This design comes from an exercise in tuning for small area on the open sky130 flow, not from production work.
In this exercise RTL edits were held to simulation tests only and were not proved equivalent to the original.
Power is estimated from default activity; no workload was simulated.

### flow/flow/run.sh
#!/bin/bash
# ORFS layout as in standard.sh, with three changes:
#  - synthesis maps logic with an area-recovering ABC script (flow/abc_area.script)
#    instead of ORFS's speed script; registers are mapped exactly as before
#  - port buffers use buf_1
#  - the clock tree uses clkbuf_8 with clusters of 20 sinks and no dummy loads
set -euo pipefail
W=$(pwd)
F=$W/flow
# synthesis script: ORFS synth.tcl with the ABC script replaced
python3 - "$FLOW_HOME/scripts/synth.tcl" "$W/synth_area.tcl" "$F/abc_area.script" <<'PY'
import sys
src, dst, script = sys.argv[1:]
s = open(src).read()
a = "  log_cmd abc {*}$abc_args\n"
assert s.count(a) == 1
s = s.replace(a, "  set abc_args [lreplace $abc_args 1 1 %s]\n%s" % (script, a))
open(dst, "w").write(s)
PY
sed "s#source \$::env(SCRIPTS_DIR)/synth.tcl#source $W/synth_area.tcl#" synth_recipe.tcl > synth_top.tcl
grep -q "synth_area.tcl" synth_top.tcl
sed "s#SYNTH_SCRIPT=[^ ]*#SYNTH_SCRIPT=$W/synth_top.tcl#" standard.sh > flow_run.sh
grep -q "synth_top.tcl" flow_run.sh
export SKIP_REPAIR_TIE_FANOUT=1
export BUFFER_PORTS_ARGS="-buffer_cell sky130_fd_sc_hd__buf_1"
export CTS_ARGS="-sink_clustering_enable -repair_clock_nets -dont_use_dummy_load -buf_list sky130_fd_sc_hd__clkbuf_8 -sink_clustering_size 18 -sink_clustering_max_diameter 60"
bash flow_run.sh > flow_run.log 2>&1
### flow/flow/abc_area.script
&get -n
&st
&syn2
&dch
&nf -R 1000 -p -F 16 -C 32 -E 100
&put
### flow/standard.sh
#!/bin/bash
# synth_recipe.tcl (not shown) runs the flow's synth.tcl, then flattens the netlist and writes it again
# the make line also repeats each setting of config.mk as NAME=value (left out here)
make -C /OpenROAD-flow-scripts/flow DESIGN_CONFIG=/design/flow/config.mk WORK_HOME=/design/flow/orfs CLKGATE_MAP_FILE= SYNTH_SCRIPT=/design/flow/synth_recipe.tcl "${@:-finish}"
### flow/config.mk
export PLATFORM = sky130hd
export DESIGN_NAME = TX
export DESIGN_NICKNAME = TX
export VERILOG_FILES = /design/flow/design.v
export SDC_FILE = /design/flow/constraint.sdc
export NUM_CORES = 8
export LEC_CHECK = 0
export CAP_MARGIN = 20
export CORE_MARGIN = 2
export CORE_UTILIZATION = 70
export PLACE_DENSITY = 0.92
export SLEW_MARGIN = 20
### flow/constraint.sdc
create_clock -name core_clock -period 8.0 [get_ports {clk}]
set_input_delay 1.6000 -clock core_clock [delete_from_list [all_inputs] [get_ports {clk}]]
set_output_delay 1.6000 -clock core_clock [all_outputs]
set_load 0.01 [all_outputs]
### flow/design.v
`timescale 1ns/1ns
module TX(input clk, input rst, input in, input run, input [3:0]rate, input tx_request, output [51:0]out, output valid, output ready, output [1:0]cr, output [1:0]mod);
reg m1, m0, c1;
assign mod = {m1, m0};
assign cr = {c1, ~c1 & m1 & m0};
wire m3 = m1 & m0;
wire m2 = m1 & ~m0;
wire nz = m1 | m0;
wire cr_half = ~c1 & ~cr[0];
always @(posedge clk, negedge rst) begin
	if(~rst) begin
		m1 <= 1'b1; m0 <= 1'b1; c1 <= 1'b1;
	end
	else if(tx_request) begin
		m1 <= ~(rate[2] & rate[0]);
		m0 <= ~(rate[3] & rate[0]);
		c1 <= rate[1] | ~rate[0];
	end
end
reg st;               
reg [6:0] scn;        
reg [6:0] d;          
reg [1:0] q;          
reg en, enb;          
wire vr = run & st;
wire fb = scn[6] ^ scn[3];
wire en_n = vr & (cr_half | q != 2'd1);
assign ready = st;
always @(posedge clk, negedge rst) begin
	if(~rst) begin
		st <= 1'b0;
		scn <= 7'h00;
		d <= 7'd0;
		q <= 2'd0;
		en <= 1'b0;
	end
	else begin
		st <= 1'b1;
		en <= en_n;
		if(vr) begin
			scn <= {scn[5:0], ~fb};
			d <= {d[5:0], in ^ fb};
			q <= (q == 2'd3 || (q == 2'd2 && c1)) ? 2'd0 : q + 2'd1;
		end
	end
end
always @(posedge clk) enb <= ~en_n;
wire ea = d[0] ^ d[2] ^ d[3] ^ d[5] ^ d[6];
wire eb = d[0] ^ d[1] ^ d[2] ^ d[3] ^ d[6];
reg r1, r2;
wire qa = q[0] ^ q[1];
wire xa = (cr_half | qa) ? ea : (q[0] | c1) ? r1 : r2;
wire xb = (cr[0] & ~qa) ? ea : eb;
always @(posedge clk) begin
	r1 <= ea;
	r2 <= eb;
end
wire mq0 = ~m1 & ~m0;    
wire mq1 = ~m1 & m0;     
reg [136:0] ev, od;
reg [136:0] evn, odn;
integer p;
always @(*) begin
	evn = {xa, ev[136:1]};
	odn = {xb, od[136:1]};
	if(m2) begin evn[128] = xa; odn[128] = xb; end
	if(mq1) begin evn[120] = xa; odn[120] = xb; end
	if(mq0) begin evn[112] = xa; odn[112] = xb; end
	for(p = 0; p < 2; p = p + 1) begin
		if(m2) begin evn[48*p+32] = ev[48*p+49]; odn[48*p+32] = od[48*p+49]; end
		if(mq1) begin evn[48*p+24] = ev[48*p+57]; odn[48*p+24] = od[48*p+57]; end
		if(mq0) begin evn[48*p+16] = ev[48*p+57]; odn[48*p+16] = od[48*p+57]; end
	end
end
always @(posedge clk) begin
	ev <= {({136{en}} & evn[136:1]) | ({136{enb}} & ev[136:1]), ev[1]};
	od <= {({136{en}} & odn[136:1]) | ({136{enb}} & od[136:1]), od[1]};
end
reg [4:0] g;
reg [2:0] w;
reg vt;
wire oph = m1 ? (m0 ? g[4] & g[0] : g[3] & g[1] & g[0]) : (m0 ? g[2] & g[0] : g[1]);
always @(posedge clk, negedge rst) begin
	if(~rst) begin
		g <= 5'd0;
		w <= 3'd0;
		vt <= 1'b0;
	end
	else begin
		vt <= en & oph;
		if(en) begin
			w <= w + 3'd1;
			if(w == 3'd7) g <= oph ? 5'd0 : g + 5'd1;
		end
	end
end
assign valid = vt;
reg [6:0] pln;        
always @(posedge clk, negedge rst) begin
	if(~rst) pln <= 7'h00;
	else if(en & oph & (w == 3'd0)) pln <= {pln[5:0], ~(pln[6] ^ pln[3])};
end
wire J0 = (w == 3'd1) | (w == 3'd4) | (w == 3'd7);
wire J1 = (w == 3'd2) | (w == 3'd5) | (w == 3'd0);
wire J2 = (w == 3'd3) | (w == 3'd6);
wire A0 = m3 & J0, A1 = m3 & J2, A2 = m3 & J1;
wire B0 = m3 & J1, B1 = m3 & J0, B2 = m3 & J2;
wire [2:0] le0 = {A2 | ~m1, A1 | m2, A0};
wire [2:0] le3 = {A2, A1, A0 | ~m3};
wire [2:0] le2 = {A2, A1, A0};
wire [2:0] lo0 = {B2 | ~m3, B1, B0};
wire [2:0] lo1 = {B2, B1, B0 | m2};
wire [2:0] lo2 = {B2, B1, B0};
wire [2:0] lo3 = {B2, B1 | m2, B0 | ~m1};
wire [2:0] lo4 = {B2 | m2, B1, B0};
function [7:0] sub(input [5:0] t, input [2:0] s0, input [2:0] s1, input [2:0] s2, input [2:0] s3, input [2:0] s4, input [2:0] s5, input m3, input m1, input nz);
	reg n0, n1, n2, n3, n4, n5;
	begin
		n0 = ~(s0[0] & t[0] | s0[1] & t[1] | s0[2] & t[2]);
		n1 = ~(s1[0] & t[1] | s1[1] & t[2] | s1[2] & t[0]);
		n2 = ~(s2[0] & t[2] | s2[1] & t[0] | s2[2] & t[1]);
		n3 = ~(s3[0] & t[3] | s3[1] & t[4] | s3[2] & t[5]);
		n4 = ~(s4[0] & t[4] | s4[1] & t[5] | s4[2] & t[3]);
		n5 = ~(s5[0] & t[5] | s5[1] & t[3] | s5[2] & t[4]);
		sub = {n0, m3 & n1, m1 & ~(n1 ^ n2), 1'b1, nz & n3, m3 & n4, m1 & ~(n4 ^ n5), nz};
	end
endfunction
genvar k;
generate for(k = 0; k < 3; k = k + 1) begin : subc
	wire [5:0] te = {ev[48*k+40], ev[48*k+32], ev[48*k+24], ev[48*k+16], ev[48*k+8], ev[48*k]};
	wire [5:0] to = {od[48*k+40], od[48*k+32], od[48*k+24], od[48*k+16], od[48*k+8], od[48*k]};
	assign out[8*k+7 -: 8] = sub(te, le0, le0, le2, le3, le3, le2, m3, m1, nz);
	assign out[8*k+31 -: 8] = sub(to, lo0, lo1, lo2, lo3, lo4, lo2, m3, m1, nz);
end endgenerate
wire pt = ~pln[0] ^ (w[2] & w[1]);
assign out[51:48] = {~w[0] & pt, 2'b00, ~w[0]};
endmodule
==> results of run 1 <==
## cells in the mapped netlist, drive strengths merged
cell	n
dfxtp	277
a22o	255
o21ai	47
nand2	40
dfrtp	34
nor2	32
a222oi	30
mux2	20
xnor2	18
buf	17
and2	14
and3	14
ha	11
clkinv	8
a21oi	7
a221o	6
xor2	6
a31oi	5
dfstp	3
nand3	3
nor2b	3
conb	2
mux2i	2
nand2b	2
nor3	2
a211o	1
a211oi	1
a21boi	1
a32oi	1
and4	1
nand3b	1
## cell type report
| cell class | instances | area (um^2) |
|---|---|---|
| Multi-Input combinational cell | 525 | 4060 |
| Timing Repair Buffer | 63 | 269 |
| Sequential cell | 314 | 6480 |
| Tap cell | 188 | 235 |
| Inverter | 8 | 30.0 |
| Fill cell | 979 | 3670 |
| Clock buffer | 21 | 289 |
## kinds of logic after synthesis
family                     synth area share (%)
buffers and inverters                      1.48
and+or+nand+nor                            4.85
AOI/OAI and AO/OA                          27.4
DFF                                        60.6
muxes                                      2.30
other                                    0.0703
adders and majority gates                  1.29
xor gates and xnor gates                   1.97
## power breakdown
| group | total (uW) | switching, uW | leakage [uW] | internal (uW) |
|---|---|---|---|---|
| logic | 1100 | 606 | 0.00163 | 492 |
| registers | 2360 | 360 | 0.00272 | 2000 |
| clock network | 681 | 444 | 0.000151 | 237 |
| total | 4140 | 1410 | 0.00451 | 2730 |
## metrics by stage
step	worst slack (ps)	hold WS, ps	cell area (um^2)	utilization [%]
floorplan	2530	332	10700	-
global placement	3470	342	11100	73.6
detailed placement	3320	345	11100	73.6
CTS	2700	359	11400	75.5
global route	2700	368	11400	75.6
finish	2920	362	11400	75.6
## per-layer routing
| layer | vias up | track usage (%) | part of all wire (%) |
|---|---|---|---|
| li1 | 3491 | - | - |
| met1 | 3684 | 37.4 | 44 |
| met2 | 273 | 41.3 | 46 |
| met3 | 38 | 5.03 | 7.0 |
| met4 | 0 | 7.56 | 2.4 |
| met5 | - | 0 | 0 |
## critical path, delay by kind of cell (launching register included)
| kind | cells | cell delay [ps] |
|---|---|---|
| buf+inv | 2 | 340 |
| fa+ha+maj | 1 | 260 |
| xor+xnor | 1 | 180 |
| flops | 1 | 470 |
| simple gates | 3 | 970 |
| compound gates | 2 | 720 |
## worst max path at each step
stage | endpoint | startpoint | slack [ps] | depth (start not counted)
after detailed placement | out[37] | m1 | 3320 | 6
after CTS | out[21] | m1 | 2700 | 6
after global routing | out[9] | w[0] | 2700 | 8
after global placement | out[21] | m1 | 3470 | 6
after floorplan | pln[1] | en | 2530 | 3
final | out[25] | w[0] | 2920 | 9
## sequential cells by signal (all words and copies together), names as in the netlist
name,flops
ev,137
od,137
d,7
pln,7
scn,7
g,5
w,3
q,2
c1,1
en,1
enb,1
m0,1
m1,1
r1,1
r2,1
st,1
vt,1
==> results.sh, run 1 <==
export IMPL_critical_register_to_register_path_endpoint="pln[1]"
export IMPL_worst_ep_required_time_ps=6400
export IMPL_first_global_vias=7062
export IMPL_port_buffer_count=58
export IMPL_detail_route_wl_per_cell_um=19.3
export IMPL_rsz_0062_raised_after_global_routing="no"
export IMPL_leakage_uw=0.00451
export IMPL_num_vias=7486
export IMPL_numClockSinks=314
export IMPL_cp_cell_instances="clkinv_1 > ha_1 > nor3_1 > a21oi_1 > and3_1 > a222oi_1 > xnor2_1 > and2_0 > buf_1"
export IMPL_finish_net_count=953
export IMPL_drc=0
export IMPL_tritoncts="done"
export IMPL_synth_warning_count=1
export IMPL_detail_route_antenna_nets=0
export IMPL_r2r_start="m0"
export IMPL_final_max_slew_viol_count=0
export IMPL_netlist_instances=864
export IMPL_grt_pass1_wl_um=35300
export IMPL_cp_start_kind="flop"
export IMPL_grt_antenna_before_repair=0
export IMPL_ys_seq_area_share_pct=60.6
export IMPL_postSynthRegisterBits=314
export IMPL_postCtsSetupRepairBufs=0
export IMPL_most_common_layout_cells="276 x dfxtp_1, 255 x a22o_1, 57 x buf_1"
export IMPL_slowest_delay_ps=620
export IMPL_fin_setup_tns_ps=0
export IMPL_synthTopCellsByArea="dfxtp_1 52%, a22o_1 21%, dfrtp_1 8.0%"
export IMPL_max_slew_margin_rel_pct=29.2
export IMPL_reg2reg_slack_ps=5060
export IMPL_hp_class="flop to flop"
export IMPL_placed_cells=1098
export IMPL_final_instance_count_excl_fill=1119
export IMPL_die_y_um=128
export IMPL_min_path_cells=0
export IMPL_detailed_place_hpwl_um=12600
export IMPL_cp_max_fo=24
export IMPL_endpoint_kind="primary output"
export IMPL_least_margin_pin_slew_ps=1060
export IMPL_floorplan_initialDensity_pct=71.0
export IMPL_placementRows=45
export IMPL_core_area_um2=15000
export IMPL_min_from="od[1]"
export IMPL_die_w_um=128
export IMPL_fmax_mhz=197
export IMPL_finalSetupViolations=0
export IMPL_syn_cell_area_um2=10700
export IMPL_drtPass1Iterations=8
export IMPL_avgViaCountPerCell=6.69
export IMPL_yosys_cell_types_count=31
export IMPL_vdd_ir_drop_worst_mv=0.275
export IMPL_net_count_of_the_mapped_netlist=884
export IMPL_criticalPathCategory="flop to primary output"
export IMPL_finalHoldViolCount=0
export IMPL_die_area_um2=16300
export IMPL_clk_pin_slew_worst_paths_ps=110
export IMPL_grt_total_usage_pct=26.2
export IMPL_antennaDiodeCount=0
export IMPL_max_cap_violations=0
export IMPL_overall_routed_net_length_um=21600
export IMPL_syn_avg_cell_area_um2=12.4
export IMPL_ctsResizeCount=0
export IMPL_worstSkewPairLatency_ps=540
export IMPL_cts_hold_buffers_added=0
export IMPL_power_per_cell_area_nw_per_um2=364
export IMPL_critical_path_slowest_cell="a222oi_1"
export IMPL_post_route_cells_drive_above_1_share_pct=3.65
export IMPL_hold_end="od[0]"
export IMPL_clock_buffer_count_from_cts=21
export IMPL_period_share_pct=63.4
export IMPL_synth_largest_area_cell="dfxtp_1"
export IMPL_cts_max_level=1
export IMPL_io_pins=67
export IMPL_first_iter_violations=796
export IMPL_finalWorstPathRequiredPeriod_ps=5080
export IMPL_cts_path_max_buffers=3
export IMPL_worst_ep_arrival_time_ps=3480
export IMPL_status="complete, no violations"
export IMPL_congestion_overflow_gr=0
export IMPL_grt_start_max_net_pins=234
export IMPL_layout_commonest_cell="dfxtp_1"
export IMPL_ctsRootBufferMaster="clkbuf_8"
export IMPL_total_chip_power_uw=4140
export IMPL_gp_congestion=0.776
export IMPL_final_setup_skew_ps=32.8
export IMPL_reg2reg_depth=6
export IMPL_synth_largest_type_area_fraction_pct=51.9
export IMPL_area_growth_syn_to_layout_pct=6.41
==> inputs of run 2 (changes only) <==
--- a/flow/config.mk
+++ b/flow/config.mk
@@ -8,5 +8,5 @@
 export CAP_MARGIN = 20
 export CORE_MARGIN = 2
 export CORE_UTILIZATION = 70
-export PLACE_DENSITY = 0.92
+export PLACE_DENSITY = 0.65
 export SLEW_MARGIN = 20
==> results.sh, run 2 <==
export IMPL_status="complete, no violations"
export IMPL_criticalPathCategory="flop to primary output"
export IMPL_die_area_um2=16300
export IMPL_ctsResizeCount=0
export IMPL_die_y_um=128
export IMPL_numClockSinks=314
export IMPL_grt_start_max_net_pins=121
export IMPL_critical_path_slowest_cell="nor2_2"
export IMPL_synth_edf_count=0
export IMPL_yosys_cell_types_count=31
export IMPL_tritoncts="done"
export IMPL_cts_hold_buffers_added=0
export IMPL_cts_path_max_buffers=3
export IMPL_max_cap_violations=0
export IMPL_vdd_ir_drop_worst_mv=0.278
export IMPL_netlist_instances=864
export IMPL_post_route_cells_drive_above_1_share_pct=3.65
export IMPL_finalWorstPathRequiredPeriod_ps=5280
export IMPL_leakage_uw=0.00450
export IMPL_drc=0
export IMPL_synth_largest_type_area_fraction_pct=51.9
export IMPL_synthTopCellsByCount="277 x dfxtp_1, 255 x a22o_1, 47 x o21ai_0, 40 x nand2_1, 34 x dfrtp_1"
export IMPL_fillerInstances=1036
export IMPL_postCtsSetupRepairBufs=0
export IMPL_hp_class="flop to flop"
export IMPL_worstSkewPairLatency_ps=540
export IMPL_net_count_of_the_mapped_netlist=884
export IMPL_cp_max_fo=38
export IMPL_synth_warning_count=1
export IMPL_first_global_vias=6978
export IMPL_clock_buffer_count_from_cts=21
export IMPL_clk_pin_slew_worst_paths_ps=110
export IMPL_cts_max_level=1
export IMPL_grt_total_usage_pct=26.2
export IMPL_postSynthRegisterBits=314
export IMPL_detailed_place_hpwl_um=13300
export IMPL_placementRows=45
export IMPL_fin_util_pct=75.5
export IMPL_antennaDiodeCount=0
export IMPL_worst_ep_arrival_time_ps=3680
export IMPL_rsz_0062_raised_after_global_routing="no"
export IMPL_least_margin_pin_slew_ps=1190
export IMPL_finish_net_count=953
export IMPL_period_share_pct=66.0
export IMPL_fmax_mhz=189
export IMPL_power_per_cell_area_nw_per_um2=365
export IMPL_synthTopCellsByArea="dfxtp_1 52%, a22o_1 21%, dfrtp_1 8.0%"
export IMPL_area_of_all_placed_cells_without_fillers_um2=11400
export IMPL_yosys_cell_count_top_type="dfxtp_1"
export IMPL_postSynth_topFlopCell="dfxtp_1"
export IMPL_die_w_um=128
export IMPL_congestion_overflow_gr=0
export IMPL_synth_async_reset_ratio_pct=11.8
export IMPL_floorplan_initialDensity_pct=71.0
export IMPL_detail_route_wl_per_cell_um=19.4
export IMPL_cp_cell_instances="nand2_1 > nor2_2 > a222oi_1 > xnor2_1 > and2_0 > buf_1"
export IMPL_endpoint_kind="primary output"
export IMPL_num_vias=7325
export IMPL_final_max_slew_viol_count=0
export IMPL_fin_setup_tns_ps=0
export IMPL_worst_ep_required_time_ps=6400
export IMPL_syn_cell_area_um2=10700
export IMPL_area_growth_syn_to_layout_pct=6.32
export IMPL_final_setup_skew_ps=45.2
export IMPL_most_common_layout_cells="276 x dfxtp_1, 255 x a22o_1, 57 x buf_1"
export IMPL_final_critical_path_setup_slack_ps=2720
export IMPL_avgViaCountPerCell=6.55
export IMPL_io_pins=67
export IMPL_synth_largest_area_cell="dfxtp_1"
export IMPL_finalHoldViolCount=0
export IMPL_place_ws_ps=3380
export IMPL_overall_routed_net_length_um=21700
export IMPL_ctsRootBufferMaster="clkbuf_8"
export IMPL_first_iter_violations=685
export IMPL_placement_cell_area_um2=11100
export IMPL_syn_avg_cell_area_um2=12.4
export IMPL_drtPass1Iterations=7
export IMPL_grt_antenna_before_repair=0
export IMPL_slowest_delay_ps=990
export IMPL_core_area_um2=15000
export IMPL_finalSetupViolations=0
export IMPL_largestRegisters="ev: 137 flops, od: 137 flops"
export IMPL_detail_route_antenna_nets=0
export IMPL_cp_start_kind="flop"
export IMPL_gp_congestion=0.800
export IMPL_grt_pass1_wl_um=35200
export IMPL_layout_commonest_cell="dfxtp_1"
export IMPL_ys_seq_area_share_pct=60.6
export IMPL_port_buffer_count=58
export IMPL_max_slew_margin_rel_pct=20.3
==> run 2: cell types whose count changed in the layout (fill, tap and decap cells not counted) <==
cell      previous run  this run
a21boi_2             1         0
nor2_2               0         1
buf_6                0         1
nor2_1              31        30
buf_12               1         0
a21boi_1             0         1
==> run 2: layout make-up <==
cell class	instances	area [um^2]	area share [%]
clock buffer	21	289	2.55
inverter	8	30.0	0.264
multi-input combinational	525	4060	35.7
sequential	314	6480	57.1
tap	188	235	2.07
timing repair buffer	63	260	2.29
==> run 2: kinds of logic after synthesis <==
| group | Yosys count | synth area share (%) |
|---|---|---|
| XOR/XNOR | 24 | 1.97 |
| adder cells (fa/ha/maj) | 11 | 1.29 |
| multiplexers | 22 | 2.30 |
| AND/OR/NAND/NOR | 112 | 4.85 |
| AO/OA/AOI/OAI | 354 | 27.4 |
| other | 2 | 0.0703 |
| flip-flops | 314 | 60.6 |
| buffers and inverters | 25 | 1.48 |
==> run 2: path summary, 6_finish.rpt <==
| check | startpoint | end | slack, ps | cells past startpoint |
|---|---|---|---|---|
| max reg2reg | m0 | pln[4] | 5210 | 6 |
| max | m1 | out[37] | 2720 | 6 |
| min | ev[1] | ev[0] | 360 | 0 |
| min reg2reg | ev[1] | ev[0] | 360 | 0 |
| max in group asynchronous | rst | en | 6140 | 1 |
| min in group asynchronous | rst | g[1] | 1160 | 1 |
==> run 2: per-stage QoR <==
stage / total power [uW] / instances / hold slack [ps]
CTS: 4140 / 1119 / 359
finish: 4140 / 1119 / 362
detailed placement: 3470 / 1098 / 352
floorplan: 3080 / 864 / 332
global route: 4370 / 1119 / 365
global placement: 3390 / 1098 / 344
==> run 2: routing by layer <==
metal  GRT usage (%)  routed length [um]  share of wire, %
met1            37.1                9950                46
met2            40.7                9850                45
met3            5.11                1130               5.2
met4            9.24                 754               3.5
met5               0                   0                 0
==> run 2: worst max-delay path: cells and delay by family, from the launching register on <==
family	cells	cell delay, ps
buf+inv	1	170
flops	1	970
simple gates	3	1470
compound gates	1	300
xor+xnor	1	240
==> run 2: report_power, final <==
group          leakage (uW)  switching, uW  internal (uW)
Sequential          0.00272            362           2000
Clock              0.000151            443            238
Combinational       0.00163            608            490
Total               0.00450           1410           2730
==> inputs of run 3 (changes only) <==
--- a/flow/flow/run.sh
+++ b/flow/flow/run.sh
@@ -23,5 +23,5 @@
 grep -q "synth_top.tcl" flow_run.sh
 export SKIP_REPAIR_TIE_FANOUT=1
 export BUFFER_PORTS_ARGS="-buffer_cell sky130_fd_sc_hd__buf_1"
-export CTS_ARGS="-sink_clustering_enable -repair_clock_nets -dont_use_dummy_load -buf_list sky130_fd_sc_hd__clkbuf_8 -sink_clustering_size 18 -sink_clustering_max_diameter 60"
+export CTS_ARGS="-sink_clustering_enable -repair_clock_nets -dont_use_dummy_load -buf_list sky130_fd_sc_hd__clkbuf_8 -sink_clustering_size 18 -sink_clustering_max_diameter 60 -root_buf sky130_fd_sc_hd__clkbuf_16"
 bash flow_run.sh > flow_run.log 2>&1
--- a/flow/config.mk
+++ b/flow/config.mk
@@ -8,5 +8,5 @@
 export CAP_MARGIN = 20
 export CORE_MARGIN = 2
 export CORE_UTILIZATION = 70
-export PLACE_DENSITY = 0.65
+export PLACE_DENSITY = 0.8
 export SLEW_MARGIN = 20
==> results.sh, run 3 <==
export IMPL_status="complete, no violations"
export IMPL_avgViaCountPerCell=6.60
export IMPL_finalWorstPathRequiredPeriod_ps=5200
export IMPL_numClockSinks=314
export IMPL_least_margin_pin_slew_ps=1070
export IMPL_max_slew_margin_rel_pct=28.4
export IMPL_die_y_um=128
export IMPL_grt_total_usage_pct=26.8
export IMPL_ctsResizeCount=0
export IMPL_ctsRootBufferMaster="clkbuf_16"
export IMPL_synthTopCellsByCount="277 x dfxtp_1, 255 x a22o_1, 47 x o21ai_0, 40 x nand2_1, 34 x dfrtp_1"
export IMPL_final_critical_path_setup_slack_ps=2800
export IMPL_cp_start_kind="flop"
export IMPL_critical_register_to_register_path_endpoint="pln[3]"
export IMPL_finalSetupViolations=0
export IMPL_fmax_mhz=192
export IMPL_net_count_of_the_mapped_netlist=884
export IMPL_startpoint="m1"
export IMPL_critical_path_destination="out[9]"
export IMPL_yosys_cell_count_top_type="dfxtp_1"
export IMPL_min_from="od[1]"
export IMPL_leakage_uw=0.00453
export IMPL_finish_net_count=955
export IMPL_synth_largest_area_cell="dfxtp_1"
export IMPL_layout_commonest_cell="dfxtp_1"
export IMPL_congestion_overflow_gr=0
export IMPL_synth_warning_count=1
export IMPL_reg2reg_depth=6
export IMPL_syn_avg_cell_area_um2=12.4
export IMPL_reg2reg_slack_ps=5130
export IMPL_worst_ep_required_time_ps=6400
export IMPL_endpoint_kind="primary output"
export IMPL_grt_start_max_net_pins=122
export IMPL_criticalPathCategory="flop to primary output"
export IMPL_postCtsSetupRepairBufs=0
export IMPL_drtPass1Iterations=6
export IMPL_hp_class="flop to flop"
export IMPL_cts_hold_buffers_added=0
export IMPL_netlist_instances=864
export IMPL_vdd_ir_drop_worst_mv=0.263
export IMPL_io_pins=67
export IMPL_yosys_cell_types_count=31
export IMPL_cp_max_fo=38
export IMPL_antennaDiodeCount=0
export IMPL_final_setup_skew_ps=24.2
export IMPL_cts_path_max_buffers=3
export IMPL_r2r_start="m0"
export IMPL_postSynthRegisterBits=314
export IMPL_max_cap_violations=0
export IMPL_overall_routed_net_length_um=22000
export IMPL_period_share_pct=65.0
export IMPL_die_w_um=128
export IMPL_total_chip_power_uw=4170
export IMPL_clock_buffer_count_from_cts=21
export IMPL_synth_edf_count=0
export IMPL_cts_max_level=1
export IMPL_area_growth_syn_to_layout_pct=6.75
export IMPL_place_ws_ps=3360
export IMPL_detailed_place_hpwl_um=13500
export IMPL_detail_route_wl_per_cell_um=19.6
export IMPL_drc=0
export IMPL_first_iter_violations=820
export IMPL_synth_async_reset_ratio_pct=11.8
export IMPL_port_buffer_count=58
export IMPL_num_vias=7399
export IMPL_finalHoldViolCount=0
export IMPL_first_global_vias=7094
export IMPL_power_per_cell_area_nw_per_um2=366
export IMPL_tritoncts="done"
export IMPL_postSynth_topFlopCell="dfxtp_1"
export IMPL_gp_congestion=0.800
export IMPL_ys_seq_area_share_pct=60.6
export IMPL_placementRows=45
export IMPL_most_common_layout_cells="276 x dfxtp_1, 255 x a22o_1, 57 x buf_1"
export IMPL_worstSkewPairLatency_ps=490
export IMPL_fin_util_pct=75.8
export IMPL_core_area_um2=15000
export IMPL_post_route_cells_drive_above_1_share_pct=3.75
export IMPL_die_area_um2=16300
export IMPL_min_path_cells=0
export IMPL_rsz_0062_raised_after_global_routing="no"
export IMPL_grt_antenna_before_repair=0
export IMPL_clk_pin_slew_worst_paths_ps=100
export IMPL_grt_pass1_wl_um=35900
export IMPL_syn_cell_area_um2=10700
export IMPL_detail_route_antenna_nets=0
export IMPL_final_max_slew_viol_count=0
export IMPL_worst_ep_arrival_time_ps=3600
export IMPL_largestRegisters="ev: 137 flops, od: 137 flops"
export IMPL_fin_setup_tns_ps=0
export IMPL_synthTopCellsByArea="dfxtp_1 52%, a22o_1 21%, dfrtp_1 8.0%"
export IMPL_floorplan_initialDensity_pct=71.0
export IMPL_synth_largest_type_area_fraction_pct=51.9
[run 3: cell counts after synthesis]
No cell type changed its count.
[run 3: final cells by class]
cell class / instances / area, um^2
well taps: 188 / 235
fillers: 1013 / 3630
inverters: 8 / 30.0
flip-flops and latches: 314 / 6480
multi-input cells: 525 / 4050
repair buffers: 65 / 275
clock buffers: 21 / 323
[run 3: per-stage QoR]
stage	std cells	instance area, um^2	hold slack (ps)
floorplan	864	10700	332
global placement	1100	11100	341
detailed placement	1100	11100	347
CTS	1121	11400	363
global route	1121	11400	371
finish	1121	11400	362
[run 3: worst min-delay path by stage]
stage | end | slack [ps]
6_report | od[0] | 360
5_1_grt | od[0] | 370
3_5_place_dp | od[0] | 350
4_1_cts | od[0] | 360
3_3_place_gp | od[0] | 340
2_1_floorplan | ev[0] | 330
[run 3: power by group]
group          total [uW]  switching [uW]  internal (uW)
Combinational        1100             607            494
Clock                 714             442            272
Sequential           2350             356           2000
Total                4170            1410           2770
[run 3: per-layer routing]
metal | up-vias | share of wire [%] | global-route usage [%]
li1 | 3513 | - | -
met1 | 3644 | 45 | 39.2
met2 | 196 | 47 | 41.4
met3 | 46 | 5.5 | 3.60
met4 | 0 | 2.7 | 9.18
met5 | - | 0 | 0
[run 3: cells by family after synthesis]
logic type | Yosys count | share of synthesized area [%]
AO/OA/AOI/OAI | 354 | 27.4
flip-flops | 314 | 60.6
AND/OR/NAND/NOR | 112 | 4.85
buffers and inverters | 25 | 1.48
XOR/XNOR | 24 | 1.97
multiplexers | 22 | 2.30
adder cells (fa/ha/maj) | 11 | 1.29
other | 2 | 0.0703
[run 3: worst max-delay path, stage by stage, from the launching register on]
cell,delay (ps)
dfstp_2,990
nand2_1,290
nor2_1,740
buf_4,370
a222oi_1,170
xnor2_1,190
and2_0,180
buf_1,180
==> inputs of run 4 (changes only) <==
--- a/flow/flow/run.sh
+++ b/flow/flow/run.sh
@@ -23,5 +23,5 @@
 grep -q "synth_top.tcl" flow_run.sh
 export SKIP_REPAIR_TIE_FANOUT=1
 export BUFFER_PORTS_ARGS="-buffer_cell sky130_fd_sc_hd__buf_1"
-export CTS_ARGS="-sink_clustering_enable -repair_clock_nets -dont_use_dummy_load -buf_list sky130_fd_sc_hd__clkbuf_8 -sink_clustering_size 18 -sink_clustering_max_diameter 60 -root_buf sky130_fd_sc_hd__clkbuf_16"
+export CTS_ARGS="-sink_clustering_enable -repair_clock_nets -dont_use_dummy_load -buf_list sky130_fd_sc_hd__clkbuf_8 -sink_clustering_size 21 -sink_clustering_max_diameter 60"
 bash flow_run.sh > flow_run.log 2>&1
==> results.sh, run 4 <==
export IMPL_area_growth_syn_to_layout_pct=6.17
export IMPL_netlist_instances=864
export IMPL_cp_max_fo=38
export IMPL_yosys_cell_count_top_type="dfxtp_1"
export IMPL_grt_pass1_wl_um=35900
export IMPL_route_met2_wl_um=10100
export IMPL_finalWorstPathRequiredPeriod_ps=5210
export IMPL_worstSkewPairLatency_ps=550
export IMPL_final_setup_skew_ps=65.5
export IMPL_synthTopCellsByCount="277 x dfxtp_1, 255 x a22o_1, 47 x o21ai_0, 40 x nand2_1, 34 x dfrtp_1"
export IMPL_tritoncts="done"
export IMPL_synth_largest_type_area_fraction_pct=51.9
export IMPL_cts_hold_buffers_added=0
export IMPL_syn_cell_area_um2=10700
export IMPL_synth_largest_area_cell="dfxtp_1"
export IMPL_worst_ep_required_time_ps=6400
export IMPL_first_global_vias=7096
export IMPL_syn_avg_cell_area_um2=12.4
export IMPL_num_vias=7447
export IMPL_cp_cell_instances="nand2_1 > nor2_1 > buf_4 > a222oi_1 > xnor2_1 > and2_0 > buf_1"
export IMPL_fillerInstances=1020
export IMPL_timing_critical_path_buf_inv=2
export IMPL_max_slew_margin_rel_pct=28.6
export IMPL_detail_route_antenna_nets=0
export IMPL_floorplan_initialDensity_pct=71.0
export IMPL_core_area_um2=15000
export IMPL_finalSetupViolations=0
export IMPL_power_per_cell_area_nw_per_um2=362
export IMPL_die_w_um=128
export IMPL_critical_path_slowest_cell="dfstp_2"
export IMPL_rsz_0062_raised_after_global_routing="no"
export IMPL_numClockSinks=314
export IMPL_synth_edf_count=0
export IMPL_detailed_place_hpwl_um=13500
export IMPL_fmax_mhz=192
export IMPL_postCtsSetupRepairBufs=0
export IMPL_worst_ep_arrival_time_ps=3610
export IMPL_cts_path_max_buffers=3
export IMPL_postSynth_topFlopCell="dfxtp_1"
export IMPL_grt_antenna_before_repair=0
export IMPL_io_pins=67
export IMPL_detail_route_wirelength_met1_um=10000
export IMPL_ctsRootBufferMaster="clkbuf_8"
export IMPL_congestion_overflow_gr=0
export IMPL_gp_congestion=0.800
export IMPL_area_of_all_placed_cells_without_fillers_um2=11300
export IMPL_fin_setup_tns_ps=0
export IMPL_status="complete, no violations"
export IMPL_worst_path_dominant_cell_family="simple AND/OR/NAND/NOR gates"
export IMPL_largestRegisters="ev: 137 flops, od: 137 flops"
export IMPL_slowest_delay_ps=990
export IMPL_amount_of_wire_on_met3_after_detailed_routing_um=1200
export IMPL_synth_async_reset_ratio_pct=11.8
export IMPL_final_max_slew_viol_count=0
export IMPL_finish_net_count=953
export IMPL_ys_seq_area_share_pct=60.6
export IMPL_cp_start_kind="flop"
export IMPL_clock_buffer_count_from_cts=19
export IMPL_max_cap_violations=0
export IMPL_placement_cell_area_um2=11100
export IMPL_post_route_cells_drive_above_1_share_pct=3.54
export IMPL_criticalPathCategory="flop to primary output"
export IMPL_antennaDiodeCount=0
export IMPL_yosys_cell_types_count=31
export IMPL_port_buffer_count=58
export IMPL_placementRows=45
export IMPL_clk_pin_slew_worst_paths_ps=120
export IMPL_vdd_ir_drop_worst_mv=0.257
export IMPL_avgViaCountPerCell=6.66
export IMPL_route_top_layer_used="met4"
export IMPL_holdWs_ps=363
export IMPL_net_count_of_the_mapped_netlist=884
export IMPL_drtPass1Iterations=8
export IMPL_first_iter_violations=738
export IMPL_hp_class="flop to flop"
export IMPL_endpoint_kind="primary output"
export IMPL_synth_warning_count=1
export IMPL_overall_routed_net_length_um=22000
export IMPL_leakage_uw=0.00450
export IMPL_cts_max_level=1
export IMPL_ctsResizeCount=0
export IMPL_drc=0
export IMPL_period_share_pct=65.1
export IMPL_grt_start_max_net_pins=122
export IMPL_finalHoldViolCount=0
export IMPL_die_area_um2=16300
export IMPL_detail_route_wl_per_cell_um=19.6
export IMPL_layout_commonest_cell="dfxtp_1"
export IMPL_most_common_layout_cells="276 x dfxtp_1, 255 x a22o_1, 57 x buf_1"
export IMPL_grt_total_usage_pct=26.8
export IMPL_synthTopCellsByArea="dfxtp_1 52%, a22o_1 21%, dfrtp_1 8.0%"
export IMPL_postSynthRegisterBits=314
export IMPL_least_margin_pin_slew_ps=1070
export IMPL_die_y_um=128
-- run 4: final cells by class --
class | instances | area (um^2) | share of cell area [%]
inverters | 8 | 30.0 | 0.265
flip-flops and latches | 314 | 6480 | 57.2
well taps | 188 | 235 | 2.07
clock buffers | 19 | 262 | 2.31
repair buffers | 65 | 275 | 2.43
multi-input cells | 525 | 4050 | 35.8
-- run 4: worst paths after layout --
path	slack [ps]	to	startpoint	cells past startpoint
setup / recovery	2790	out[9]	m1	7
setup reg to reg	5110	pln[6]	m0	6
hold / removal	360	ev[0]	ev[1]	0
min in group asynchronous	1160	g[4]	rst	1
max in group asynchronous	6140	en	rst	1
hold reg to reg	360	ev[0]	ev[1]	0
-- run 4: cells by family after synthesis --
kind of cell	after synthesis	share of synthesized area, %
AO/OA/AOI/OAI	354	27.4
XOR/XNOR	24	1.97
adder cells (fa/ha/maj)	11	1.29
buffers and inverters	25	1.48
flip-flops	314	60.6
multiplexers	22	2.30
other	2	0.0703
AND/OR/NAND/NOR	112	4.85
-- run 4: power by group --
group / internal, uW / total (uW) / switching (uW) / leakage [uW]
combinational: 494 / 1100 / 609 / 0.00164
clock: 216 / 651 / 435 / 0.000137
sequential: 2000 / 2360 / 357 / 0.00272
-- run 4: routing by layer --
layer  up-vias  GRT usage [%]
li1       3508              -
met1      3655           39.2
met2       236           41.3
met3        48           4.02
met4         0           9.11
met5         -              0
-- run 4: through the flow --
stage	utilization [%]	total power, uW	instances	worst slack, ps
floorplan	-	3080	864	2530
global placement	73.6	3380	1100	3480
detailed placement	73.6	3460	1100	3360
CTS	75.4	4110	1119	2770
global route	75.4	4350	1119	2550
finish	75.4	4110	1119	2790
==> inputs of run 5 (changes only) <==
--- a/flow/design.v
+++ b/flow/design.v
@@ -79,6 +79,7 @@
 reg [4:0] g;
 reg [2:0] w;
 reg vt;
+wire w7 = (w == 3'd7);
 wire oph = m1 ? (m0 ? g[4] & g[0] : g[3] & g[1] & g[0]) : (m0 ? g[2] & g[0] : g[1]);
 always @(posedge clk, negedge rst) begin
 	if(~rst) begin
@@ -88,17 +89,16 @@
 	end
 	else begin
 		vt <= en & oph;
-		if(en) begin
-			w <= w + 3'd1;
-			if(w == 3'd7) g <= oph ? 5'd0 : g + 5'd1;
-		end
+		w <= ({3{en}} & (w + 3'd1)) | ({3{enb}} & w);
+		g <= ({5{en & w7}} & (oph ? 5'd0 : g + 5'd1)) | ({5{enb | ~w7}} & g);
 	end
 end
 assign valid = vt;
-reg [6:0] pln;        
+reg [6:0] pln;
+wire pw = oph & (w == 3'd0);        
 always @(posedge clk, negedge rst) begin
 	if(~rst) pln <= 7'h00;
-	else if(en & oph & (w == 3'd0)) pln <= {pln[5:0], ~(pln[6] ^ pln[3])};
+	else pln <= ({7{en & pw}} & {pln[5:0], ~(pln[6] ^ pln[3])}) | ({7{enb | ~pw}} & pln);
 end
 wire J0 = (w == 3'd1) | (w == 3'd4) | (w == 3'd7);
 wire J1 = (w == 3'd2) | (w == 3'd5) | (w == 3'd0);
--- a/flow/flow/run.sh
+++ b/flow/flow/run.sh
@@ -23,5 +23,5 @@
 grep -q "synth_top.tcl" flow_run.sh
 export SKIP_REPAIR_TIE_FANOUT=1
 export BUFFER_PORTS_ARGS="-buffer_cell sky130_fd_sc_hd__buf_1"
-export CTS_ARGS="-sink_clustering_enable -repair_clock_nets -dont_use_dummy_load -buf_list sky130_fd_sc_hd__clkbuf_8 -sink_clustering_size 21 -sink_clustering_max_diameter 60"
+export CTS_ARGS="-sink_clustering_enable -repair_clock_nets -dont_use_dummy_load -buf_list sky130_fd_sc_hd__clkbuf_8 -sink_clustering_size 18 -sink_clustering_max_diameter 60"
 bash flow_run.sh > flow_run.log 2>&1
--- a/flow/config.mk
+++ b/flow/config.mk
@@ -8,5 +8,7 @@
 export CAP_MARGIN = 20
 export CORE_MARGIN = 2
 export CORE_UTILIZATION = 70
+export GPL_ROUTABILITY_DRIVEN = 0
+export GPL_TIMING_DRIVEN = 0
 export PLACE_DENSITY = 0.8
 export SLEW_MARGIN = 20
==> results.sh, run 5 <==
export IMPL_syn_avg_cell_area_um2=12.4
export IMPL_netlist_instances=862
export IMPL_tritoncts="done"
export IMPL_criticalPathCategory="flop to primary output"
export IMPL_die_w_um=127
export IMPL_postCtsSetupRepairBufs=0
export IMPL_cp_max_fo=37
export IMPL_place_ws_ps=3530
export IMPL_power_per_cell_area_nw_per_um2=358
export IMPL_layout_commonest_cell="dfxtp_1"
export IMPL_numClockSinks=314
export IMPL_first_global_vias=7047
export IMPL_io_pins=67
export IMPL_endpoint_kind="primary output"
export IMPL_worst_ep_arrival_time_ps=3480
export IMPL_cts_path_max_buffers=3
export IMPL_final_setup_skew_ps=22.4
export IMPL_die_area_um2=16200
export IMPL_ctsResizeCount=0
export IMPL_yosys_cell_types_count=30
export IMPL_placement_cell_area_um2=11400
export IMPL_synth_warning_count=1
export IMPL_synth_largest_area_cell="dfxtp_1"
export IMPL_synth_async_reset_ratio_pct=11.8
export IMPL_finalSetupViolations=0
export IMPL_yosys_cell_count_top_type="dfxtp_1"
export IMPL_finalWorstPathRequiredPeriod_ps=5090
export IMPL_worst_ep_required_time_ps=6400
export IMPL_port_buffer_count=58
export IMPL_finalHoldViolCount=0
export IMPL_placementRows=45
export IMPL_floorplan_initialDensity_pct=70.9
export IMPL_finish_net_count=973
export IMPL_final_instance_count_excl_fill=1140
export IMPL_rsz_0062_raised_after_global_routing="no"
export IMPL_cts_max_level=1
export IMPL_least_margin_pin_slew_ps=867
export IMPL_syn_cell_area_um2=10700
export IMPL_synth_edf_count=0
export IMPL_r2r_start="m0"
export IMPL_hp_class="flop to flop"
export IMPL_congestion_overflow_gr=0
export IMPL_status="complete, no violations"
export IMPL_detail_route_antenna_nets=0
export IMPL_fin_setup_tns_ps=0
export IMPL_startpoint="m1"
export IMPL_clock_buffer_count_from_cts=21
export IMPL_detailed_place_hpwl_um=13600
export IMPL_cp_start_kind="flop"
export IMPL_core_area_um2=15000
export IMPL_leakage_uw=0.00460
export IMPL_die_y_um=127
export IMPL_grt_antenna_before_repair=0
export IMPL_avgViaCountPerCell=6.58
export IMPL_area_of_all_placed_cells_without_fillers_um2=11600
export IMPL_area_growth_syn_to_layout_pct=9.30
export IMPL_max_slew_margin_rel_pct=41.6
export IMPL_num_vias=7506
export IMPL_fmax_mhz=197
export IMPL_postSynth_topFlopCell="dfxtp_1"
export IMPL_grt_total_usage_pct=26.4
export IMPL_ys_seq_area_share_pct=60.7
export IMPL_ctsRootBufferMaster="clkbuf_8"
export IMPL_synthTopCellsByArea="dfxtp_1 52%, a22o_1 22%, dfrtp_1 8.0%"
export IMPL_grt_pass1_wl_um=35200
export IMPL_grt_start_max_net_pins=82
export IMPL_net_count_of_the_mapped_netlist=881
export IMPL_worstSkewPairLatency_ps=530
export IMPL_final_critical_path_setup_slack_ps=2920
export IMPL_fillerInstances=961
export IMPL_cts_hold_buffers_added=0
export IMPL_post_route_cells_drive_above_1_share_pct=6.30
export IMPL_final_max_slew_viol_count=0
export IMPL_antennaDiodeCount=0
export IMPL_synthTopCellsByCount="277 x dfxtp_1, 263 x a22o_1, 51 x o21ai_0, 38 x nand2_1, 34 x dfrtp_1"
export IMPL_detail_route_wl_per_cell_um=19.1
export IMPL_drc=0
export IMPL_synth_largest_type_area_fraction_pct=52.0
export IMPL_min_from="od[1]"
export IMPL_most_common_layout_cells="276 x dfxtp_1, 263 x a22o_1, 57 x buf_1"
export IMPL_largestRegisters="ev: 137 flops, od: 137 flops"
export IMPL_vdd_ir_drop_worst_mv=0.236
export IMPL_drtPass1Iterations=9
export IMPL_clk_pin_slew_worst_paths_ps=100
export IMPL_overall_routed_net_length_um=21800
export IMPL_max_cap_violations=0
export IMPL_postSynthRegisterBits=314
export IMPL_first_iter_violations=772
export IMPL_period_share_pct=63.6
export IMPL_placed_cells=1119
[run 5: cell types whose count changed in the layout (fill, tap and decap cells not counted), moves of 3 or more]
| cell | previous run | this run |
|---|---|---|
| buf_4 | 6 | 17 |
| mux2_1 | 20 | 14 |
| buf_16 | 0 | 5 |
| o21ai_0 | 47 | 50 |
| nor2_1 | 31 | 25 |
| nor2_2 | 0 | 4 |
| a22o_1 | 255 | 263 |
[run 5: per-stage QoR]
step	util, %	hold WS, ps	total power, uW
2_1_floorplan	-	332	3070
3_3_place_gp	73.9	340	3370
3_5_place_dp	75.6	350	3500
4_1_cts	77.5	366	4180
5_1_grt	77.5	370	4410
6_report	77.5	363	4170
[run 5: cell families (layout without fill, tap and decap cells)]
logic type      Yosys count  in the layout  synth area share, %
compound gates          365            365                 28.3
mux                      16             16                 1.67
flops                   314            314                 60.7
xor+xnor                 24             24                 1.97
buf+inv                  26            116                 1.51
other cells               2              2               0.0705
fa+ha+maj                10             10                 1.17
simple gates            105            105                 4.59
[run 5: worst paths after layout]
kind,end,slack (ps),cells past startpoint
max,out[33],2920,7
min,od[0],360,0
max reg2reg,pln[0],4810,7
min reg2reg,od[0],360,0
max in group asynchronous,g[1],6730,2
min in group asynchronous,st,880,1
[run 5: critical path: stages (launching register included)]
cell	delay, ps
dfstp_2	1000
nand2_1	350
nor2_2	640
buf_8	250
a222oi_1	150
xnor2_1	200
and2_0	190
buf_1	170
[run 5: final cells by class]
cell class | count | area [um^2] | area share [%]
multi-input cells | 522 | 4040 | 34.6
inverters | 9 | 33.8 | 0.290
clock buffers | 21 | 289 | 2.48
flip-flops and latches | 314 | 6480 | 55.6
plain buffers | 17 | 128 | 1.10
well taps | 188 | 235 | 2.02
repair buffers | 69 | 445 | 3.82
[run 5: layer usage]
metal | up-vias | routed length (um) | track usage, %
met3 | 49 | 1300 | 3.98
met4 | 0 | 538 | 9.44
met2 | 276 | 9830 | 40.6
met5 | - | 0 | 0
met1 | 3634 | 10100 | 38.5
li1 | 3547 | - | -
[run 5: power breakdown]
part / internal, uW / switching [uW] / leakage (uW) / total, uW
registers: 2000 / 351 / 0.00272 / 2350
logic: 534 / 606 / 0.00173 / 1140
clock network: 238 / 448 / 0.000151 / 686
total: 2770 / 1400 / 0.00460 / 4170
==> inputs of run 6 (changes only) <==
--- a/flow/config.mk
+++ b/flow/config.mk
@@ -8,7 +8,6 @@
 export CAP_MARGIN = 20
 export CORE_MARGIN = 2
 export CORE_UTILIZATION = 70
-export GPL_ROUTABILITY_DRIVEN = 0
 export GPL_TIMING_DRIVEN = 0
 export PLACE_DENSITY = 0.8
 export SLEW_MARGIN = 20
==> results.sh, run 6 <==
export IMPL_status="complete, no violations"
export IMPL_reg2reg_depth=7
export IMPL_detail_route_wl_per_cell_um=19.1
export IMPL_finish_net_count=973
export IMPL_final_max_slew_viol_count=0
export IMPL_criticalPathCategory="flop to primary output"
export IMPL_ctsRootBufferMaster="clkbuf_8"
export IMPL_hp_class="flop to flop"
export IMPL_min_from="od[1]"
export IMPL_postCtsSetupRepairBufs=0
export IMPL_finalHoldViolCount=0
export IMPL_most_common_layout_cells="276 x dfxtp_1, 263 x a22o_1, 57 x buf_1"
export IMPL_endpoint_kind="primary output"
export IMPL_vdd_ir_drop_worst_mv=0.236
export IMPL_yosys_cell_count_top_type="dfxtp_1"
export IMPL_synth_largest_area_cell="dfxtp_1"
export IMPL_netlist_instances=862
export IMPL_fin_setup_tns_ps=0
export IMPL_congestion_overflow_gr=0
export IMPL_reg2reg_slack_ps=4810
export IMPL_core_area_um2=15000
export IMPL_cts_hold_buffers_added=0
export IMPL_tritoncts="done"
export IMPL_drtPass1Iterations=9
export IMPL_numClockSinks=314
export IMPL_syn_cell_area_um2=10700
export IMPL_synth_warning_count=1
export IMPL_post_route_cells_drive_above_1_share_pct=6.30
export IMPL_final_critical_path_setup_slack_ps=2920
export IMPL_placementRows=45
export IMPL_worst_ep_required_time_ps=6400
export IMPL_area_growth_syn_to_layout_pct=9.30
export IMPL_min_path_cells=0
export IMPL_detail_route_antenna_nets=0
export IMPL_yosys_cell_types_count=30
export IMPL_finalWorstPathRequiredPeriod_ps=5090
export IMPL_grt_start_max_net_pins=82
export IMPL_floorplan_initialDensity_pct=70.9
export IMPL_fin_util_pct=77.5
export IMPL_finalSetupViolations=0
export IMPL_synthTopCellsByArea="dfxtp_1 52%, a22o_1 22%, dfrtp_1 8.0%"
export IMPL_detailed_place_hpwl_um=13600
export IMPL_power_per_cell_area_nw_per_um2=358
export IMPL_grt_pass1_wl_um=35200
export IMPL_global_route_peak_usage_layer="met2"
export IMPL_max_cap_violations=0
export IMPL_num_vias=7506
export IMPL_ctsResizeCount=0
export IMPL_drc=0
export IMPL_final_setup_skew_ps=22.4
export IMPL_groute_layer_met2_usage_pct=40.6
export IMPL_period_share_pct=63.6
export IMPL_first_global_vias=7047
export IMPL_leakage_uw=0.00460
export IMPL_synthTopCellsByCount="277 x dfxtp_1, 263 x a22o_1, 51 x o21ai_0, 38 x nand2_1, 34 x dfrtp_1"
export IMPL_syn_avg_cell_area_um2=12.4
export IMPL_grt_util_met1_pct=38.5
export IMPL_synth_edf_count=0
export IMPL_clk_pin_slew_worst_paths_ps=100
export IMPL_largestRegisters="ev: 137 flops, od: 137 flops"
export IMPL_clock_buffer_count_from_cts=21
export IMPL_layout_commonest_cell="dfxtp_1"
export IMPL_die_area_um2=16200
export IMPL_r2r_start="m0"
export IMPL_cts_max_level=1
export IMPL_overall_routed_net_length_um=21800
export IMPL_gp_congestion=0.776
export IMPL_placement_cell_area_um2=11400
export IMPL_rsz_0062_raised_after_global_routing="no"
export IMPL_postSynthRegisterBits=314
export IMPL_hold_end="od[0]"
export IMPL_synth_async_reset_ratio_pct=11.8
export IMPL_net_count_of_the_mapped_netlist=881
export IMPL_port_buffer_count=58
export IMPL_least_margin_pin_slew_ps=867
export IMPL_grt_antenna_before_repair=0
export IMPL_die_y_um=127
export IMPL_max_slew_margin_rel_pct=41.6
export IMPL_first_iter_violations=772
export IMPL_ys_seq_area_share_pct=60.7
export IMPL_place_ws_ps=3530
export IMPL_area_of_all_placed_cells_without_fillers_um2=11600
export IMPL_io_pins=67
export IMPL_use_met3_pct=3.98
export IMPL_postSynth_topFlopCell="dfxtp_1"
export IMPL_worst_ep_arrival_time_ps=3480
export IMPL_fmax_mhz=197
export IMPL_total_chip_power_uw=4170
export IMPL_synth_largest_type_area_fraction_pct=52.0
export IMPL_critical_register_to_register_path_endpoint="pln[0]"
export IMPL_avgViaCountPerCell=6.58
export IMPL_die_w_um=127
export IMPL_grt_total_usage_pct=26.4
export IMPL_cp_start_kind="flop"
export IMPL_cts_path_max_buffers=3
export IMPL_worstSkewPairLatency_ps=530
export IMPL_antennaDiodeCount=0
export IMPL_cp_max_fo=37
[run 6: cell counts after synthesis]
No cell type changed its count.
[run 6: cell type report]
cell class | count | area, um^2
sequential | 314 | 6480
inverter | 9 | 33.8
timing repair buffer | 69 | 445
multi-input combinational | 522 | 4040
buffer | 17 | 128
clock buffer | 21 | 289
tap | 188 | 235
fill | 961 | 3380
[run 6: metrics by stage]
stage | instances | hold WS (ps)
global route | 1140 | 370
global placement | 1108 | 340
CTS | 1140 | 366
floorplan | 862 | 332
finish | 1140 | 363
detailed placement | 1119 | 350
[run 6: cell families (layout without fill, tap and decap cells)]
kind of cell	count (synthesis)	in the layout	share of synthesized area, %
DFF	314	314	60.7
and+or+nand+nor	105	105	4.59
other	2	2	0.0705
AOI/OAI and AO/OA	365	365	28.3
xor gates and xnor gates	24	24	1.97
buffers and inverters	26	116	1.51
adders and majority gates	10	10	1.17
muxes	16	16	1.67
[run 6: metal layers]
metal / vias up / wire [um]
met3: 49 / 1300
met5: - / 0
li1: 3547 / -
met2: 276 / 9830
met1: 3634 / 10100
met4: 0 / 538
[run 6: worst max-delay path by stage]
stage / depth (start not counted) / end / start
finish: 7 / out[33] / m1
global route: 7 / out[45] / m1
CTS: 7 / out[41] / m1
detailed placement: 7 / out[41] / m1
global placement: 2 / pln[0] / enb
floorplan: 2 / pln[0] / enb
[run 6: critical path, stage by stage (launching register included)]
cell      delay (ps)
dfstp_2         1000
nand2_1          350
nor2_2           640
buf_8            250
a222oi_1         150
xnor2_1          200
and2_0           190
buf_1            170
[run 6: report_power, final]
group	internal (uW)	leakage, uW	switching [uW]
sequential	2000	0.00272	351
combinational	534	0.00173	606
clock	238	0.000151	448
total	2770	0.00460	1400
==> inputs of run 7 (changes only) <==
--- a/flow/config.mk
+++ b/flow/config.mk
@@ -8,6 +8,5 @@
 export CAP_MARGIN = 20
 export CORE_MARGIN = 2
 export CORE_UTILIZATION = 70
-export GPL_TIMING_DRIVEN = 0
 export PLACE_DENSITY = 0.8
 export SLEW_MARGIN = 20
==> results.sh, run 7 <==
export IMPL_hp_class="flop to flop"
export IMPL_core_area_um2=15000
export IMPL_numClockSinks=314
export IMPL_worst_ep_arrival_time_ps=3660
export IMPL_die_y_um=127
export IMPL_postCtsSetupRepairBufs=0
export IMPL_criticalPathCategory="flop to primary output"
export IMPL_grt_start_max_net_pins=278
export IMPL_netlist_instances=862
export IMPL_cts_max_level=1
export IMPL_detailed_place_hpwl_um=12600
export IMPL_floorplan_initialDensity_pct=70.9
export IMPL_status="complete, no violations"
export IMPL_cp_start_kind="flop"
export IMPL_cts_path_max_buffers=3
export IMPL_rsz_0062_raised_after_global_routing="no"
export IMPL_postSynth_topFlopCell="dfxtp_1"
export IMPL_final_setup_skew_ps=45.9
export IMPL_drc=0
export IMPL_synth_warning_count=1
export IMPL_endpoint_kind="primary output"
export IMPL_first_iter_violations=783
export IMPL_synthTopCellsByCount="277 x dfxtp_1, 263 x a22o_1, 51 x o21ai_0, 38 x nand2_1, 34 x dfrtp_1"
export IMPL_congestion_overflow_gr=0
export IMPL_drtPass1Iterations=6
export IMPL_critical_path_destination="out[41]"
export IMPL_final_instance_count_excl_fill=1119
export IMPL_fmax_mhz=190
export IMPL_area_of_all_placed_cells_without_fillers_um2=11400
export IMPL_max_slew_margin_rel_pct=26.0
export IMPL_reg2reg_depth=7
export IMPL_reg2reg_slack_ps=4920
export IMPL_synth_async_reset_ratio_pct=11.8
export IMPL_overall_routed_net_length_um=21300
export IMPL_grt_total_usage_pct=25.9
export IMPL_die_area_um2=16200
export IMPL_grt_pass1_wl_um=34700
export IMPL_cp_max_fo=37
export IMPL_finalSetupViolations=0
export IMPL_ctsRootBufferMaster="clkbuf_8"
export IMPL_yosys_cell_count_top_type="dfxtp_1"
export IMPL_io_pins=67
export IMPL_startpoint="m1"
export IMPL_detail_route_antenna_nets=0
export IMPL_clock_buffer_count_from_cts=21
export IMPL_least_margin_pin_slew_ps=1110
export IMPL_leakage_uw=0.00446
export IMPL_area_growth_syn_to_layout_pct=6.64
export IMPL_port_buffer_count=58
export IMPL_synth_largest_type_area_fraction_pct=52.0
export IMPL_yosys_cell_types_count=30
export IMPL_die_w_um=127
export IMPL_finalHoldViolCount=0
export IMPL_synth_edf_count=0
export IMPL_placement_cell_area_um2=11100
export IMPL_net_count_of_the_mapped_netlist=881
export IMPL_first_global_vias=6873
export IMPL_ys_seq_area_share_pct=60.7
export IMPL_post_route_cells_drive_above_1_share_pct=3.76
export IMPL_clk_pin_slew_worst_paths_ps=100
export IMPL_postSynthRegisterBits=314
export IMPL_critical_register_to_register_path_endpoint="pln[0]"
export IMPL_syn_avg_cell_area_um2=12.4
export IMPL_ctsResizeCount=0
export IMPL_most_common_layout_cells="276 x dfxtp_1, 263 x a22o_1, 57 x buf_1"
export IMPL_antennaDiodeCount=0
export IMPL_cts_hold_buffers_added=0
export IMPL_power_per_cell_area_nw_per_um2=363
export IMPL_synthTopCellsByArea="dfxtp_1 52%, a22o_1 22%, dfrtp_1 8.0%"
export IMPL_max_cap_violations=0
export IMPL_synth_largest_area_cell="dfxtp_1"
export IMPL_r2r_start="m0"
export IMPL_grt_antenna_before_repair=0
export IMPL_worstSkewPairLatency_ps=540
export IMPL_detail_route_wl_per_cell_um=19.0
export IMPL_tritoncts="done"
export IMPL_syn_cell_area_um2=10700
export IMPL_placed_cells=1098
export IMPL_layout_commonest_cell="dfxtp_1"
export IMPL_largestRegisters="ev: 137 flops, od: 137 flops"
export IMPL_final_max_slew_viol_count=0
export IMPL_gp_congestion=0.787
export IMPL_finish_net_count=952
export IMPL_avgViaCountPerCell=6.58
export IMPL_fin_setup_tns_ps=0
export IMPL_num_vias=7367
export IMPL_period_share_pct=65.7
export IMPL_vdd_ir_drop_worst_mv=0.300
export IMPL_placementRows=45
export IMPL_fin_util_pct=75.6
export IMPL_worst_ep_required_time_ps=6400
export IMPL_finalWorstPathRequiredPeriod_ps=5260
-- run 7: changes by cell type in the layout (fill, tap and decap cells not counted), moves of 3 or more --
| cell | before | now |
|---|---|---|
| buf_6 | 3 | 0 |
| buf_16 | 5 | 0 |
| buf_4 | 17 | 5 |
| nor2_2 | 4 | 0 |
| nor2_1 | 25 | 28 |
-- run 7: layout make-up --
type	count	area (um^2)
flip-flops and latches	314	6480
multi-input cells	522	4030
fillers	1026	3670
repair buffers	65	297
clock buffers	21	289
well taps	188	235
inverters	9	33.8
-- run 7: logic make-up after synthesis --
kind of cell / count (synthesis) / synth area share (%)
flops: 314 / 60.7
compound gates: 365 / 28.3
other cells: 2 / 0.0705
buf+inv: 26 / 1.51
xor+xnor: 24 / 1.97
mux: 16 / 1.67
simple gates: 105 / 4.59
fa+ha+maj: 10 / 1.17
-- run 7: critical path, cell delays in order (launching register included) --
cell and delay [ps]:
dfstp_2 930, nand2_1 320, nor2_1 850, buf_4 350
a222oi_1 120, xnor2_1 190, and2_0 200, buf_1 170
-- run 7: per-stage QoR --
stage               total power [uW]  hold slack [ps]  setup slack [ps]
floorplan                       3070              332              2500
global route                    4360              366              2560
detailed placement              3450              350              3310
finish                          4120              366              2740
global placement                3370              342              3450
CTS                             4130              362              2710
-- run 7: where the power goes --
group	leakage [uW]	internal (uW)	switching, uW
Sequential	0.00272	2000	323
Clock	0.000151	238	441
Combinational	0.00159	500	625
-- run 7: routing by layer --
| metal | share of wire (%) | vias up | global-route usage [%] |
|---|---|---|---|
| met5 | 0 | - | 0 |
| met4 | 2.2 | 0 | 6.79 |
| met3 | 4.9 | 38 | 3.39 |
| met2 | 46 | 203 | 40.6 |
| met1 | 47 | 3624 | 38.4 |
| li1 | - | 3502 | - |
-- run 7: how the worst min path moves through the flow --
stage	start	to	cells past startpoint
detailed placement	ev[1]	ev[0]	0
global placement	ev[1]	ev[0]	0
floorplan	ev[1]	ev[0]	0
global route	od[1]	od[0]	0
finish	od[1]	od[0]	0
CTS	od[1]	od[0]	0
==> inputs of run 8 (changes only) <==
--- a/flow/design.v
+++ b/flow/design.v
@@ -80,7 +80,8 @@
 reg [2:0] w;
 reg vt;
 wire w7 = (w == 3'd7);
-wire oph = m1 ? (m0 ? g[4] & g[0] : g[3] & g[1] & g[0]) : (m0 ? g[2] & g[0] : g[1]);
+wire oph = m1 ? (m0 ? g[4] & ~g[3] & ~g[1] : g[4] & g[1] & g[0]) : (m0 ? g[4] : g[1]);
+wire [4:0] gn = {g[3:0], ~(g[4] ^ g[1])};
 always @(posedge clk, negedge rst) begin
 	if(~rst) begin
 		g <= 5'd0;
@@ -90,7 +91,7 @@
 	else begin
 		vt <= en & oph;
 		w <= ({3{en}} & (w + 3'd1)) | ({3{enb}} & w);
-		g <= ({5{en & w7}} & (oph ? 5'd0 : g + 5'd1)) | ({5{enb | ~w7}} & g);
+		g <= ({5{en & w7}} & (oph ? 5'd0 : gn)) | ({5{enb | ~w7}} & g);
 	end
 end
 assign valid = vt;
--- a/flow/flow/run.sh
+++ b/flow/flow/run.sh
@@ -1,9 +1,11 @@
 #!/bin/bash
-# ORFS layout as in standard.sh, with three changes:
+# ORFS layout as in standard.sh, with these changes:
 #  - synthesis maps logic with an area-recovering ABC script (flow/abc_area.script)
 #    instead of ORFS's speed script; registers are mapped exactly as before
 #  - port buffers use buf_1
-#  - the clock tree uses clkbuf_8 with clusters of 20 sinks and no dummy loads
+#  - the clock tree uses clkbuf_8 with clusters of up to 18 sinks and no dummy loads
+#  - the constant outputs share the tie cells (no tie fanout repair)
+# make's output goes to flow_run.log; ORFS keeps each step's log under orfs/logs.
 set -euo pipefail
 W=$(pwd)
 F=$W/flow
==> results.sh, run 8 <==
export IMPL_grt_start_max_net_pins=119
export IMPL_rsz_0062_raised_after_global_routing="no"
export IMPL_cp_start_kind="flop"
export IMPL_numClockSinks=314
export IMPL_endpoint_kind="primary output"
export IMPL_area_growth_syn_to_layout_pct=6.83
export IMPL_fmax_mhz=190
export IMPL_largestRegisters="ev: 137 flops, od: 137 flops"
export IMPL_synth_warning_count=1
export IMPL_synth_largest_area_cell="dfxtp_1"
export IMPL_final_max_slew_viol_count=0
export IMPL_net_count_of_the_mapped_netlist=869
export IMPL_finalWorstPathRequiredPeriod_ps=5250
export IMPL_synth_async_reset_ratio_pct=11.8
export IMPL_timing_critical_path_buf_inv=2
export IMPL_gp_congestion=0.803
export IMPL_synth_largest_type_area_fraction_pct=52.2
export IMPL_congestion_overflow_gr=0
export IMPL_drtPass1Iterations=6
export IMPL_postCtsSetupRepairBufs=0
export IMPL_cts_max_level=1
export IMPL_synthTopCellsByCount="277 x dfxtp_1, 267 x a22o_1, 46 x o21ai_0, 34 x dfrtp_1, 32 x nand2_1"
export IMPL_detail_route_wl_per_cell_um=19.2
export IMPL_power_frac_comb_pct=26.6
export IMPL_ctsResizeCount=0
export IMPL_yosys_cell_count_top_type="dfxtp_1"
export IMPL_die_w_um=127
export IMPL_worst_path_dominant_cell_family="simple AND/OR/NAND/NOR gates"
export IMPL_drc=0
export IMPL_core_area_um2=15000
export IMPL_ctsRootBufferMaster="clkbuf_8"
export IMPL_avgViaCountPerCell=6.58
export IMPL_power_dissipated_by_switching_net_loads_uw=1390
export IMPL_cp_cell_instances="nand2_1 > nor2_1 > buf_4 > a222oi_1 > xnor2_1 > and2_0 > buf_1"
export IMPL_postSynth_topFlopCell="dfxtp_1"
export IMPL_grt_total_usage_pct=25.7
export IMPL_power_per_cell_area_nw_per_um2=363
export IMPL_grt_pass1_wl_um=34500
export IMPL_placementRows=45
export IMPL_post_route_cells_drive_above_1_share_pct=4.23
export IMPL_clock_buffer_count_from_cts=21
export IMPL_cp_max_fo=37
export IMPL_worst_ep_required_time_ps=6400
export IMPL_fin_setup_tns_ps=0
export IMPL_criticalPathCategory="flop to primary output"
export IMPL_status="complete, no violations"
export IMPL_port_buffer_count=58
export IMPL_worstSkewPairLatency_ps=540
export IMPL_sw_frac_of_total_pct=33.7
export IMPL_num_vias=7307
export IMPL_first_global_vias=6883
export IMPL_postSynthRegisterBits=314
export IMPL_yosys_cell_types_count=31
export IMPL_leakage_uw=0.00448
export IMPL_clockPowerShare_pct=16.5
export IMPL_synth_edf_count=0
export IMPL_cts_path_max_buffers=3
export IMPL_die_y_um=127
export IMPL_floorplan_initialDensity_pct=70.7
export IMPL_finish_net_count=943
export IMPL_max_slew_margin_rel_pct=36.1
export IMPL_die_area_um2=16200
export IMPL_most_common_layout_cells="276 x dfxtp_1, 267 x a22o_1, 57 x buf_1"
export IMPL_antennaDiodeCount=0
export IMPL_finalHoldViolCount=0
export IMPL_finalSetupViolations=0
export IMPL_final_setup_skew_ps=41.0
export IMPL_syn_avg_cell_area_um2=12.5
export IMPL_slowest_delay_ps=950
export IMPL_least_margin_pin_slew_ps=958
export IMPL_fillerInstances=1027
==> run 8: changes by cell type after synthesis, sizes merged, moves of 2 or more <==
cell / previous run / this run
nand2: 38 / 32
o21ai: 51 / 46
a22o: 263 / 267
nand3: 5 / 1
xor2: 5 / 3
==> run 8: final timing paths <==
kind / startpoint / cells after the start / to / slack, ps
worst max-delay path: m1 / 7 / out[33] / 2750
worst min-delay path: ev[1] / 0 / ev[0] / 360
worst max register to register: enb / 3 / pln[0] / 5470
worst min register to register: ev[1] / 0 / ev[0] / 360
max in group asynchronous: rst / 1 / en / 6180
min in group asynchronous: rst / 1 / pln[3] / 1170
==> run 8: logic make-up (layout without fill, tap and decap cells) <==
group | after synthesis | count (layout) | share of synthesized area, %
xor gates and xnor gates | 21 | 21 | 1.73
and+or+nand+nor | 96 | 96 | 4.25
AOI/OAI and AO/OA | 365 | 365 | 28.6
buffers and inverters | 25 | 97 | 1.48
adders and majority gates | 10 | 10 | 1.18
DFF | 314 | 314 | 60.9
other | 2 | 2 | 0.0707
muxes | 17 | 17 | 1.78
==> run 8: worst reg2reg max path, stage by stage (launching register included) <==
cell and delay [ps]:
dfxtp_4 920, buf_4 920, nand4bb_1 430, a22o_1 210
==> run 8: final cells by class <==
type | count | area [um^2] | share of cell area [%]
Multi-Input combinational cell | 511 | 4010 | 35.3
Inverter | 8 | 30.0 | 0.265
Tap cell | 188 | 235 | 2.07
Timing Repair Buffer | 68 | 307 | 2.70
Sequential cell | 314 | 6480 | 57.1
Clock buffer | 21 | 289 | 2.55
==> run 8: stage by stage <==
stage	worst slack (ps)	instances	cell area, um^2	total power, uW	hold slack (ps)
floorplan	2530	850	10600	3070	332
global placement	3470	1088	11000	3370	340
detailed placement	3310	1088	11000	3440	341
CTS	2720	1109	11300	4120	361
global route	2460	1110	11300	4350	375
finish	2750	1110	11300	4120	358
==> run 8: metal layers <==
layer | share of wire, % | up-vias | global-route usage, % | wire (um)
met5 | 0 | - | 0 | 0
li1 | - | 3477 | - | -
met1 | 47 | 3588 | 38.2 | 10000
met3 | 5.7 | 48 | 4.56 | 1200
met4 | 2.8 | 0 | 8.47 | 603
met2 | 44 | 194 | 38.5 | 9430
==> run 8: power groups by stage <==
stage / Clock [uW] / Sequential (uW) / Combinational [uW]
after floorplan: 0 / 2320 / 742
after global placement: 0 / 2350 / 1020
after detailed placement: 0 / 2380 / 1070
after CTS: 695 / 2350 / 1080
after global routing: 748 / 2400 / 1210
final: 682 / 2340 / 1100

Check on run 8: ideal ports give 2.750 ns setup slack; a clkbuf_16 on the clock port and buf_2 on the inputs give 2.706 ns; moving port delays by the midpoint clock arrival (0.558 ns) as well gives 3.265 ns.
